What follows belongs to an exercise in optimizing a design on an open flow for small area, a short achievable clock period and few clock cycles per item; a production flow would make more cautious choices.
Only simulation tests tie the RTL to the original design; equivalence was not proved.
Power figures rest on the tool's default switching activity, not on a simulated workload.

==> flow/design.v <==
module Montgomery (
	input wire clk,
	input wire rst_n,
    input wire START,
	input wire [128-1: 0] X,
    input wire [128-1: 0] Y,
    input wire [128-1: 0] N,
    output reg [128-1: 0] O,
	output reg DONE
);
    parameter IDLE = 2'b00;
    parameter CALC = 2'b01;
    parameter CHECK = 2'b10;
    parameter FINISH = 2'b11;
	reg start, next_DONE;
    reg [1:0] state, next_state;
    reg [128-1: 0] x, y, n;
    reg [128-1: 0] next_x, next_y, next_n;
    reg [128-1: 0] temp_x, temp_y, temp_n;
    reg [128-1: 0] A, next_A;
    reg [128-1: 0] next_O;
    reg [128: 0] temp_AY;
    reg [8-1: 0] k, next_k;
	always @(posedge clk) begin
		if( !rst_n ) begin
            x <= 128'd0;
            y <= 128'd0;
            n <= 128'd0;
            O <= 128'd0;
            A <= 128'd0;
            k <= 8'd0;
            temp_x <= 128'd0;
            temp_y <= 128'd0;
            temp_n <= 128'd0;
            DONE <= 1'b0;
            start <= 1'b0;
            state <= IDLE;
		end else begin
			temp_x <= X;
            temp_y <= Y;
            temp_n <= N;
            x <= next_x;
            y <= next_y;
            n <= next_n;
            O <= next_O;
            A <= next_A;
            k <= next_k;
            DONE <= next_DONE;
            start <= START;
            state <= next_state;
		end
	end
	always @(*) begin
        next_x = x;
        next_y = y;
        next_n = n;
        next_O = O;
        next_A = A;
        next_k = k;
        next_DONE = 1'b0;
        next_state = IDLE;
        temp_AY = {(128+1){1'b0}};
        case (state)
            IDLE: begin
                if(start)begin
                    next_state = CALC;
                    next_x = temp_x;
                    next_y = temp_y;
                    next_n = temp_n;
                    next_O = 128'd0;
                    next_A = 128'd0;
                    next_k = 8'd0;
                end else begin
                    next_state = IDLE;
                end
            end 
            CALC: begin
                if(k == 128) begin
                    next_k = 8'd0;
                    next_state = CHECK;
                end else begin
                    next_k = k + 8'd1;
                    next_state = CALC;
                    if( x[k] ) begin
                        temp_AY = A + Y;
                        if( temp_AY[0] )begin
                            next_A = (A + Y + N) >> 1'b1;
                        end else begin
                            next_A = (A + Y) >> 1'b1;
                        end
                    end else begin
                        if( A[0] )begin
                            next_A = (A + N) >> 1'b1;
                        end else begin
                            next_A = A >> 1'b1;
                        end
                    end
                end
            end 
            CHECK: begin
                if(A >= n)begin
                    next_O = A - n;
                end else begin
                    next_O = A;
                end
                next_state = FINISH;
                next_DONE = 1'd1;
            end 
            FINISH: begin
                next_DONE = 1'd0;
                next_state = IDLE;
            end 
        endcase
	end
endmodule
module RL (
	input wire clk,
	input wire rst_n,
    input wire START,
    input wire MODE,
	input wire [128-1: 0] Message,
    input wire [128-1: 0] PublicE,
    input wire [128-1: 0] KeyN,
    input wire [31:0] Q,
    output reg [128-1: 0] RESULT,          
	output reg OE_N,
    output reg EN,
    output reg WEN,
    output reg [7:0] ADDR
);
	parameter IDLE    = 4'b0000;
    parameter READ    = 4'b0001;
    parameter R2MODN  = 4'b0010;
    parameter CALCME  = 4'b0011;
	parameter WAITCR  = 4'b0100;
    parameter WAITPR  = 4'b0101;
    parameter WAITCPR = 4'b0110;
    parameter WAITCP  = 4'b0111;
    parameter P2MODN  = 4'b1000;
	parameter CALCME2 = 4'b1001;
    parameter CALCMM  = 4'b1010;
    parameter WAIT    = 4'b1011;
    parameter FINISH  = 4'b1100;
    parameter R = {1'b1, 128'd0};
    parameter H = 128'd128 - 128'd1;
    parameter ReadData = 128/32 - 1;
    parameter Omega = 2*128;
    reg start, Mode, next_OE_N;
    reg mode, next_mode;
    reg [3:0] state, next_state;
    reg [128-1:0] message, publicE, keyN;
    reg [128-1:0] M, E, N, next_M, next_E, next_N;
    reg [128-1:0] C, P, next_C, next_P;
    reg [128-1:0] next_RESULT;           
    reg [1:0] calc, next_calc;
    reg [129-1: 0] countR, next_countR;
    reg [129: 0] R2, next_R2;
    reg [129-1: 0] countP, next_countP;
    reg [129: 0] P2, next_P2;
    reg next_EN, next_WEN;
    reg [7:0] next_ADDR;
    reg [31:0] QQ, q, next_q;
    reg [128-1:0] temp, next_temp;
    wire Trigger, Done;
    wire [128-1:0] X, Y, OO;
    reg trigger, next_trigger;
    reg done, next_done;
    reg [128-1:0] O, x, y, next_x, next_y;
    reg [128-1:0] CR, PR, CPR, CP, next_CR, next_PR, next_CPR, next_CP;
    Montgomery m ( .clk(clk), .rst_n(rst_n), .START(Trigger), .X(X), .Y(Y),  .N(N), .O(OO),  .DONE(Done) );
    assign Trigger = trigger;
    assign X = x;
    assign Y = y;
	always @(posedge clk) begin
		if( !rst_n ) begin
            start <= 1'd0;
            Mode  <= 1'd0;
            mode  <= 1'd0;
            OE_N  <= 1'd1;
            state <= IDLE;
            calc <= 2'd0;
			temp    <= 128'd0;
            RESULT  <= 128'd0;          
            message <= 128'd0;
            publicE <= 128'd0;
            keyN    <= 128'd0;
            M <= 128'd0;
            E <= 128'd0;
            N <= 128'd0;
            C <= 128'd0;
            P <= 128'd0;
            P2 <= 128'd0;
            R2 <= 129'd0;
            countR <= 129'd0;
            countP <= 129'd0;
            x <= 128'd0;
            y <= 128'd0;
            CR <= 128'd0;
            PR <= 128'd0;
            CPR <= 128'd0;
            CP <= 128'd0;
            O <= 128'd0;
            trigger <= 1'd0;
            EN <= 1'd0;
            WEN <= 1'd1;
            ADDR <= 8'd0;
            QQ <= 32'd0;
            q <= 32'd0;
            temp <= 128'd0;
		end else begin
			start <= START;
            Mode  <= MODE;
            mode  <= next_mode;
            OE_N  <= next_OE_N;
            state <= next_state;
            calc <= next_calc;
            message <= Message;
            publicE <= PublicE;
            keyN    <= KeyN;
            M <= next_M;
            E <= next_E;
            N <= next_N;
            C <= next_C;
            P <= next_P;
            P2 <= next_P2;
            R2 <= next_R2;
            countR <= next_countR;
            countP <= next_countP;
            RESULT <= next_RESULT;
            done <= Done;
            x <= next_x;
            y <= next_y;
            CR <= next_CR;
            PR <= next_PR;
            CPR <= next_CPR;
            CP <= next_CP;
            O <= OO;
            trigger <= next_trigger;
            EN <= next_EN;
            WEN <= next_WEN;
            ADDR <= next_ADDR;
            QQ <= Q;
            q <= next_q;
            temp <= next_temp;
		end
	end
	always @(*) begin
        next_OE_N   = 1'd1;
        next_state  = IDLE;
        next_mode   = mode;
        next_calc   = calc;
        next_countR = countR;
        next_countP = countP;
        next_RESULT = RESULT;
        next_R2 = R2;
        next_P2 = P2;
        next_M = M;
        next_E = E;
        next_N = N;
        next_C = C;
        next_P = P;
        next_x = x;
        next_y = y;
        next_CR = CR;
        next_PR = PR;
        next_CPR = CPR;
        next_CP = CP;
        next_trigger = 1'b0;
        next_EN = 1'b0;
        next_WEN = 1'b1;
        next_ADDR = ADDR;
        next_q = q;
        next_temp = temp;
		case (state)
			IDLE: begin
                if(start && !Mode) begin
                    next_state = READ;
                    next_mode  = Mode;
                    next_M = message;
                    next_E = publicE;
                    next_N = keyN;
                    next_C = 128'd1;
                    next_P = message;
                    next_R2 = 129'd1;
                    next_countR = 129'd0;
                    next_countP = 129'd1;
                    next_EN = 1'b1;
                    next_ADDR = 4'd0;
                    next_q = QQ;
                end else if(start && Mode) begin
                    next_state = READ;
                    next_mode  = Mode;
                    next_M = message;
                    next_E = publicE;
                    next_N = keyN;
                    next_C = message;
                    next_P = publicE;
                    next_R2 = 129'd1;
                    next_countR = 129'd0;
                    next_countP = 129'd1;
                    next_EN = 1'b1;
                    next_ADDR = 4'd0;
                    next_q = QQ;
                end else begin
                    next_state = IDLE;
                end
            end
            READ: begin
                next_EN = 1'b1;
                if(countR <= 129'd2) begin
                    next_state = READ;
                    next_EN = 1'b1;
                    next_countR = countR + 129'd1;
                    next_countP = countP;
                    next_ADDR = ADDR + 8'd1;
                    next_q = QQ;
                    next_temp = QQ;
                end else if(countP <= ReadData) begin
                    next_state = READ;
                    next_ADDR = ADDR + 8'd1;
                    next_q = QQ;
                    next_temp = (temp << 6'd32) + QQ;
                    next_countP = countP + 129'd1;
                end else begin
                    next_state = READ;
                    next_EN = 1'b1;
                    next_ADDR = ADDR + 8'd1;
                    next_countR = countR + 129'd1;
                    next_countP = 129'd1;
                    next_q = QQ;
                    next_temp = (temp << 6'd32) + QQ;
                    if(countR == 129'd3) begin
                        next_M = temp;
                        next_P = temp;
                        next_temp = QQ;
                    end else if(countR == 129'd4) begin
                        next_E = temp;
                        next_temp = QQ;
                    end else if(countR == 129'd5) begin
                        next_N = temp;
                        next_temp = QQ;
                        next_EN = 1'b0;
                        next_countP = countP;
                        next_ADDR = ADDR;
                    end else if(countR == 129'd6) begin
                        next_EN = 1'b0;
                        next_countP = countP;
                        next_ADDR = ADDR;
                    end else if(countR == 129'd7) begin
                        next_state = R2MODN;
                        next_ADDR = ADDR;
                        next_EN = 1'b0;
                        next_countR = 129'd1;
                        next_countP = 129'd1;
                    end
                end
            end
            R2MODN: begin
                if(countR <= Omega) begin
                    if(R2 >= N) begin
                        next_R2 = R2 - N;
                    end else begin
                        next_countR = countR + 129'd1;
                        next_R2 = R2 + R2;
                    end
                    next_state = R2MODN;
                end else begin
                    if(R2 >= N) begin
                        next_R2 = R2 - N;
                        next_state = R2MODN;
                    end else begin
                        $display(">> R^2 (mod %10d) = %10d", N, R2);
                        next_countR = 129'd0;
                        if(mode) begin
                            next_state = CALCMM;
                        end else begin
                            next_state = CALCME;
                        end
                    end
                end
            end
            CALCME: begin
                if(countR <= H) begin
                    if( E[countR] ) begin
                        next_x = C;
                        next_y = R2;
                        next_trigger = 1'b1;
                        next_state = WAITCR;
                        next_calc = 2'd0;
                    end else begin
                        next_P2 = P;
                        next_countP = 129'd1;
                        next_state = P2MODN;
                    end
                    next_countR = countR + 129'd1;
                end else begin 
                    next_state = CALCME2;
                end
            end
            CALCMM: begin
                next_x = C;
                next_y = R2;
                next_trigger = 1'b1;
                next_state = WAITCR;
                next_calc = 2'd3;
            end
            WAITCR: begin
                if( done ) begin
                    next_CR = O;
                    next_x = P;
                    next_y = R2;
                    next_trigger = 1'b1;
                    next_state = WAITPR;  
                end else begin
                    next_trigger = 1'b0;
                    next_state = WAITCR;
                end
            end
            WAITPR: begin
                if( done ) begin
                    next_PR = O;
                    next_x = CR;
                    next_y = O;
                    next_trigger = 1'b1;
                    next_state = WAITCPR;  
                end else begin
                    next_trigger = 1'b0;
                    next_state = WAITPR;
                end
            end
            WAITCPR: begin
                if( done ) begin
                    next_CPR = O;
                    next_x = O;
                    next_y = 128'd1;
                    next_trigger = 1'b1;
                    next_state = WAITCP;  
                end else begin
                    next_trigger = 1'b0;
                    next_state = WAITCPR;
                end
            end
            WAITCP: begin
                if( done ) begin
                    if(calc == 2'd0) begin
                        next_CP = O;
                        next_C = O;
                        next_state = P2MODN;
                    end else if(calc == 2'd1)  begin
                        next_CP = O;
                        next_C = O;
                        next_state = WAIT;
                    end else if(calc == 2'd2) begin
                        next_P = O;
                        next_state = CALCME;
                    end else if(calc == 2'd3) begin
                        next_CP = O;
                        next_C = O;
                        next_state = WAIT;
                        next_countR = 129'd0;
                        next_countP = 129'd1;
                    end
                end else begin
                    next_state = WAITCP;
                end
            end
            P2MODN: begin
                next_x = P;
                next_y = R2;
                next_trigger = 1'b1;
                next_state = WAITCR;
                next_calc = 2'd2;
            end
            CALCME2: begin
                if(1'b0) begin
                    next_x = C;
                    next_y = R2;
                    next_trigger = 1'b1;
                    next_state = WAITCR;
                    next_calc = 2'd1;
                end else begin
                    next_state = WAIT;
                    next_countR = 129'd1;
                    next_countP = 129'd1;
                end
            end
            WAIT: begin
                next_OE_N = 1'b0;
                next_WEN = 1'b0;
                next_EN = 1'b1;
                next_countP = (128 - 64);
                next_countR = 129'd1;
                next_RESULT = C >> (128 - 32);
                next_state = FINISH;
                next_ADDR = 8'd192;
            end
            FINISH: begin
                next_WEN = 1'b0;
                next_EN = 1'b1;
                next_ADDR = ADDR + 8'd1;
                if(countR <= 129'd2) begin
                    next_OE_N = 1'b0;
                    next_countR = countR + 129'd1;
                    next_countP = countP;
                    next_ADDR = ADDR;
                    next_RESULT = RESULT;
                    next_state = FINISH;
                end 
                else if(countP > 8'd0 && countP <= (128 - 32)) begin
                    next_OE_N = 1'b0;
                    next_countP = countP - 32;
                    next_countR = 129'd1;
                    next_RESULT = C >> countP;
                    next_state = FINISH;
                    next_countR = 129'd1;
                end 
                else if(countP == 8'd0) begin
                    next_OE_N = 1'b0;
                    next_countP = 128;
                    next_countR = 129'd1;
                    next_RESULT = C >> countP;
                    next_state = FINISH;
                    next_countR = 129'd1;
                end else begin
                    next_OE_N = 1'b1;
                    next_countP = 8'd1;
                    next_countR = 129'd1;
                    next_RESULT = C >> countP;
                    next_state = IDLE;
                end
            end
		endcase
	end
endmodule
==> flow/run.sh <==
#!/bin/bash
# synth_recipe.tcl (not shown) runs the flow's synth.tcl, then flattens the netlist and writes it again
# the make line also repeats each setting of config.mk as NAME=value (left out here)
make -C /OpenROAD-flow-scripts/flow DESIGN_CONFIG=/design/flow/config.mk WORK_HOME=/design/flow/orfs CLKGATE_MAP_FILE= SYNTH_SCRIPT=/design/flow/synth_recipe.tcl finish
==> flow/config.mk <==
export PLATFORM = sky130hd
export DESIGN_NAME = RL
export DESIGN_NICKNAME = RL
export VERILOG_FILES = /design/flow/design.v
export SDC_FILE = /design/flow/constraint.sdc
export NUM_CORES = 4
export LEC_CHECK = 0
export CAP_MARGIN = 20
export CORE_MARGIN = 2
export CORE_UTILIZATION = 30
export PLACE_DENSITY = 0.5
export SLEW_MARGIN = 20
==> flow/constraint.sdc <==
create_clock -name core_clock -period 12.0 [get_ports {clk}]
set_input_delay 2.4000 -clock core_clock [delete_from_list [all_inputs] [get_ports {clk}]]
set_output_delay 2.4000 -clock core_clock [all_outputs]
set_load 0.01 [all_outputs]
==> run notes <==
status - complete, no violations
critical-path maximum fanout - 24
Worst Reg-to-Reg Cells - 27
Hold Crit Class - flop to flop
HPWL after detailed placement - 598000 um
Max Freq - 0.108 GHz
CP arrival - 10.12 ns
Reg clk slew, reported paths - 0.07 ns
critical path data required time - 12.82 ns
cts repair resizes - 0
CP Class - flop to flop
Largest Register - R2
CTS H-Tree Depth - 5
Die Ht - 734 um
CP dominant cell by count - nor2_1
Placed Area - 171000 um^2
vias post-DR - 154000
Num Clock Sinks - 2885
Die Wd - 734 um
multiplexer area fraction after synthesis - 4.90%
I/O Pins - 559
dpl ws - 2.83 ns
largest net degree at the start of global routing - 189
final std cells w/o fill - 27000
Max stage delay cell, worst path - nor3_1
drt first pass iters - 10
Post-synth EDFFs - 1
Setup Skew - 0.0721 ns
Cells after Synth - 20100
clk buf depth - 4
unrepaired setup endpoints after global routing - no
Syn Area/Cell - 7.98 um^2
Worst VDD drop - 131 uV
TritonCTS clock tree - done
first-pass GRT wire length - 1070000 um
XOR/XNOR share of the synthesized area - 4.02%
largest registers - R2: 130 flops, countP: 129 flops, countR: 129 flops
Synth Area in Adders - 5.23%
Syn Nets - 21200
CP endpoint kind - flop
TNS Setup - 0 ns
Post-synth top cells - 2884 x dfxtp_1, 2341 x nand2_1, 2320 x nor2_1, 2011 x a21oi_1, 1393 x clkbuf_1
Max Cap Viol - 0
highest routed layer - met5
met3 wire length - 60200 um
Cell variety after synth - 111
CP max stage delay - 0.81 ns
register area share after synthesis - 36.1%
Design Area, Final - 183000 um^2
crit-path leading delay family - compound AO/OA/AOI/OAI gates
post-synth top area share - 36.1%
CTS Buf Count - 328
cell taking the most area after synthesis - dfxtp_1
Final Hold Slack - 0.415 ns
CTS root buffer - clkbuf_16
total design power - 22.7 mW
Yosys warnings - 2
full die area - 539000 um^2
Pleak - 69.2 nW
final slew viol count - 0
initial antenna violation count - 108
initial core utilization - 30.1%
final setup violation count - 0
Worst Setup Start Kind - flop
Hold Fails Final Rpt - 0
Synth Area in Compound Gates - 24.8%
M1 WL - 346000 um
nets - 20800
count leader, synth - dfxtp_1
fin crit share - 77.5%
Synth Area in Simple Gates - 20.0%
drt via density - 5.71
# rows - 268
PortBufs - 558
met2 WL - 319000 um
register bit total from synthesis - 2885
number of global-route vias before repair - 143000
GP Congestion - 1.03
Post-synth ARST share - 0%
Final WS setup - 2.70 ns
Worst Hold Depth - 2
post-route ant nets - 0
Post-route DRC - 0
gr usage total - 27.0%
WL per Instance - 28.4 um
Initial DRC Count - 18200
max reg flops - 130
ys flop type - dfxtp_1
layout cells sized above 1 - 6.10%
Clock Latency Late Sink - 1.00 ns
Least-Margin Pin Slew - 1.27 ns
WP depth - 27
fin crit period - 9.30 ns
grt total ovfl - 0
largest family of logic cells by synthesized area - compound AO/OA/AOI/OAI gates
Reg2Reg Setup Slack - 2.70 ns
DP Cell Count - 26400
core area - 532000 um^2
synthesized area - 160000 um^2
relative slew slack - 14.7%
top cells by area, synth - dfxtp_1 36%, a21oi_1 6.3%, nand2_1 5.5%
Finished Core Util - 34.3%
synth-to-layout area growth - 14.0%
hold buffers post-CTS - 0
CP bufs+invs - 1
power per cell area - 124 nW/um^2
buffers inserted by post-CTS timing repair - 0
Total Wirelength - 769000 um
placed cells by master (no fill, tap or decap), types with 103 or more instances in the layout:
cell type and count:
a211oi_1 628, a21o_1 464, a21oi_1 2011, a221oi_1 168, a222oi_1 133, a22o_1 103
a22oi_1 416, a311oi_1 169, a31oi_1 120, and2_1 751, and3_1 225, buf_4 286
clkbuf_16 335, clkdlybuf4s50_1 557, dfxtp_1 2872, ha_1 660, inv_1 490, mux2i_1 326
mux4_2 190, nand2_1 2332, nand3_1 223, nand4_1 335, nor2_1 2306, nor3_1 349
nor4_1 122, o211ai_1 157, o21ai_0 1006, o21bai_1 170, xnor2_1 393, xor2_1 342
kinds of logic (layout without fill, tap and decap cells):
group / Yosys count / count (layout)
other cells: 0 / 82
fa+ha+maj: 666 / 666
simple gates: 7052 / 7052
compound gates: 6124 / 6124
buf+inv: 2062 / 1942
flops: 2885 / 2885
mux: 543 / 543
xor+xnor: 735 / 735
routing by layer:
| layer | vias to the layer above | GRT usage, % |
|---|---|---|
| met4 | 76 | 13.3 |
| met5 | - | 0 |
| met1 | 75000 | 38.1 |
| met2 | 6638 | 39.7 |
| li1 | 71300 | - |
| met3 | 1286 | 4.66 |
path summary, 6_finish.rpt:
| path | from | end |
|---|---|---|
| worst max-delay path | m.A[0] | m.A[120] |
| worst min-delay path | m.temp_x[113] | m.x[113] |
| worst max register to register | m.A[0] | m.A[120] |
| worst min register to register | m.temp_x[113] | m.x[113] |
tightest hold or removal path: cells and delay by family (launching register included):
family / cells / cell delay [ns]
flops: 1 / 0.29
compound gates: 1 / 0.05
simple gates: 1 / 0.05
report_power, final:
part / switching [mW] / internal (mW)
Sequential: 0.373 / 9.83
Clock: 4.45 / 6.08
Combinational: 1.26 / 0.693
Total: 6.08 / 16.6
final cells by class:
| cell class | instances | area, um^2 |
|---|---|---|
| inverter | 500 | 1890 |
| sequential | 2885 | 57800 |
| tap | 7020 | 8780 |
| multi-input combinational | 15100 | 94800 |
| antenna | 82 | 205 |
| clock buffer | 471 | 9580 |
| timing repair buffer | 857 | 7980 |
| fill | 55700 | 350000 |
| clock inverter | 114 | 1470 |
Testbench counts, summed over its fixed seeds: cycles 3,847,824, ops 40.

## afterwards: timing with drivers on the ports
How much do the figures lean on ideal ports? The routed layout below was timed once more, with nothing changed but the port constraints. Step 1 assumes that a clkbuf_16 drives the clock port and a buf_2 every other input. Step 2 times the ports against the registers' clock, not the clock port: input delays grow and output delays shrink by t, the midpoint of the rising clock arrivals with the driver on. Slacks: ideal / step 1 / step 2; pairs: ideal / step 1.
t, ns: 1.099
setup WS [ns]: 2.704 / 2.704 / 2.704
slew at the worst register clock pin (ns): 0.07 / 0.07
worst slew at a driven data input, ns: 0.20
pins driven straight from the clock port: 1
After both steps setup and hold are still met in this run. The setup slack of this run moves by 0.000 ns with the drivers and by 0.000 ns with both steps.
